Context: an optimization exercise on an open-source flow, tuned for small area. The choices shown serve that exercise and are no tape-out recipe.
The RTL was checked by simulation tests, not by an equivalence proof against the original design.
No activity file was given, so power comes from the tool's default toggle rates.

Setup of oak:
// DSP
module DSP(A, B, C, D, clk, rst_n, P);
input  [17:0] A, B, D;
input  [47:0] C;
input clk, rst_n;
output reg [47:0] P;
reg [18:0] Sr, S1, S2;
reg [17:0] A0, A1;
reg [2:0] v;     
reg [47:0] Q;
reg [20:0] T2;
  wire [18:0] Ssum = {u52, u50, u48, u46, u44, u42, u40, u38, u37, s19, s17, s15, s13, s11, s9, s7, s5, s3, s1};
  wire [20:0] T3 = {u104, u102, u100, u98, u96, u94, u92, u91, s75, s73, s71, s69, s67, s65, s63, s61, s59, s57, s55, s53, S1[0]};
always @(posedge clk) begin
  Sr <= Ssum;
  S1 <= Sr;
  S2 <= S1;
  T2 <= T3;
  A0 <= A;
  A1 <= A0;
end
always @(posedge clk or negedge rst_n)
  if (!rst_n) v <= 3'b000;
  else        v <= {v[1:0], 1'b1};
  wire [20:0] s1x = {2'b00, S2};
  wire [20:0] s2x = {1'b0, S2, 1'b0};
  wire e1_0 = v[2] & ~A1[1] & A1[0];
  wire e2_0 = v[2] & A1[1] & ~A1[0];
  wire e3_0 = v[2] & A1[1] & A1[0];
  wire [20:0] pp0 = (({21{e1_0}} & s1x) | ({21{e2_0}} & s2x) | ({21{e3_0}} & T2));
  wire e1_1 = v[2] & ~A1[3] & A1[2];
  wire e2_1 = v[2] & A1[3] & ~A1[2];
  wire e3_1 = v[2] & A1[3] & A1[2];
  wire [20:0] pp1 = (({21{e1_1}} & s1x) | ({21{e2_1}} & s2x) | ({21{e3_1}} & T2));
  wire e1_2 = v[2] & ~A1[5] & A1[4];
  wire e2_2 = v[2] & A1[5] & ~A1[4];
  wire e3_2 = v[2] & A1[5] & A1[4];
  wire [20:0] pp2 = (({21{e1_2}} & s1x) | ({21{e2_2}} & s2x) | ({21{e3_2}} & T2));
  wire e1_3 = v[2] & ~A1[7] & A1[6];
  wire e2_3 = v[2] & A1[7] & ~A1[6];
  wire e3_3 = v[2] & A1[7] & A1[6];
  wire [20:0] pp3 = (({21{e1_3}} & s1x) | ({21{e2_3}} & s2x) | ({21{e3_3}} & T2));
  wire e1_4 = v[2] & ~A1[9] & A1[8];
  wire e2_4 = v[2] & A1[9] & ~A1[8];
  wire e3_4 = v[2] & A1[9] & A1[8];
  wire [20:0] pp4 = (({21{e1_4}} & s1x) | ({21{e2_4}} & s2x) | ({21{e3_4}} & T2));
  ...
==> flow/config.mk <==
export PLATFORM = sky130hd
export DESIGN_NAME = DSP
export DESIGN_NICKNAME = DSP
export VERILOG_FILES = /design/flow/design.v
export SDC_FILE = /design/flow/constraint.sdc
export NUM_CORES = 4
export LEC_CHECK = 0
export ABC_AREA = 1
export CAP_MARGIN = 20
export CORE_MARGIN = 2
export CORE_UTILIZATION = 40
export GPL_TIMING_DRIVEN = 0
export PLACE_DENSITY = 0.6
export SLEW_MARGIN = 20
export SYNTH_HIERARCHICAL = 1
export SYNTH_MINIMUM_KEEP_SIZE = 0
==> flow/constraint.sdc <==
create_clock -name core_clock -period 7.0 [get_ports {clk}]
set_input_delay 1.4000 -clock core_clock [delete_from_list [all_inputs] [get_ports {clk}]]
set_output_delay 1.4000 -clock core_clock [all_outputs]
set_load 0.01 [all_outputs]
standard.sh (not shown) runs the stock make flow with config.mk's settings and CLKGATE_MAP_FILE= SYNTH_SCRIPT=/design/flow/synth_recipe.tcl, a recipe that flattens the netlist after the stock synthesis.
==> flow/flow/run.sh <==
#!/bin/bash
# The standard layout (standard.sh, unchanged synthesis) with:
#  - each port buffered by the smallest buffer cell instead of a delay cell,
#  - clock tree built from clkbuf_8 cells, without dummy loads.
set -euo pipefail
export BUFFER_PORTS_ARGS="-buffer_cell sky130_fd_sc_hd__buf_1"
export CTS_ARGS="-sink_clustering_enable -repair_clock_nets -dont_use_dummy_load -buf_list sky130_fd_sc_hd__clkbuf_8"
bash standard.sh > standard.log 2>&1
Setup changes, oak to pine
--- a/flow/flow/run.sh
+++ b/flow/flow/run.sh
@@ -6,3 +6,3 @@
 export BUFFER_PORTS_ARGS="-buffer_cell sky130_fd_sc_hd__buf_1"
-export CTS_ARGS="-sink_clustering_enable -repair_clock_nets -dont_use_dummy_load -buf_list sky130_fd_sc_hd__clkbuf_8"
+export CTS_ARGS="-sink_clustering_enable -repair_clock_nets -dont_use_dummy_load -buf_list sky130_fd_sc_hd__clkbuf_16 -sink_clustering_size 30 -sink_clustering_max_diameter 100"
 bash standard.sh > standard.log 2>&1
Results
The final layouts of pine and oak pass the timing, DRC and antenna checks.
[diff] first-iteration DRC count, pine relative to oak: regression
Total of fill cells in the finished design ended up 24 higher on pine than on oak.
Looking at pine and oak, the multi-input combinational cell area is a wash.
Changes observed in pine relative to oak: number of CTS-inserted buffers shows a reduction of 24; minimum setup slack in the final design went up 12 ps; number of H-tree levels dropped 1; routed wire length decreased about 0.7%.
Summary: sum of internal, switching and leakage power, pine better than oak
Max portion of total power attributed to the clock network across pine and oak: oak
--- input diff pine..birch ---
- a change of PLACE_DENSITY from 0.6 to 0.75
- a change of CORE_UTILIZATION from 40 to 55
==> flow/flow/run.sh <==
#!/bin/bash
# The standard layout (standard.sh, unchanged synthesis) with:
#  - each port buffered by the smallest buffer cell instead of a delay cell,
#  - clock tree built from clkbuf_8 cells in clusters of up to 18 sinks,
#    without dummy loads.
set -euo pipefail
export BUFFER_PORTS_ARGS="-buffer_cell sky130_fd_sc_hd__buf_1"
export CTS_ARGS="-sink_clustering_enable -repair_clock_nets -dont_use_dummy_load -buf_list sky130_fd_sc_hd__clkbuf_8 -sink_clustering_size 18 -sink_clustering_max_diameter 60"
bash standard.sh > standard.log 2>&1
Results
Going from pine to birch, number of signal-net buffers in the layout decreased 1; wire length reported by the detailed router decreased 2.0 mm; power share of the combinational group essentially unchanged; non-filler instance count after layout decreased 6.4%.
The global-route usage reported for birch is greater than that of pine by 6.6 points.
Cmp birch and pine / utilization / lower: pine

## port drivers added, routing unchanged
The results above use ideal ports. As a check the final layouts listed here were re-extracted and re-timed, cells and wires unchanged.
Step 1, drivers: a clkbuf_16 drives clk and a buf_2 each remaining input, both assumed.
Step 2 moves the port delays by t, midway between the first and last clock arrival at a register: inputs arrive t later, outputs are due t later. That takes back most of the time a late clock gives input paths.
Three values: ideal, step 1, step 2; two values: the first two.
run	t (ns)	setup WS [ns]	hold slack, ns	latest minus earliest clock arrival (ns)	cell pins on the clock port's net
oak	0.554	0.388 / 0.388 / 0.019	0.316 / 0.316 / 0.316	0.053 / 0.052	1
pine	0.519	0.399 / 0.399 / 0.013	0.315 / 0.315 / 0.315	0.026 / 0.026	1
birch	0.544	0.387 / 0.387 / -0.090	0.279 / 0.279 / 0.279	0.050 / 0.050	1
Met with ideal ports but missed after step 2: setup timing in birch. For birch, which loses most, drivers alone change the setup slack by 0.000 ns; drivers and shift together by -0.477 ns.
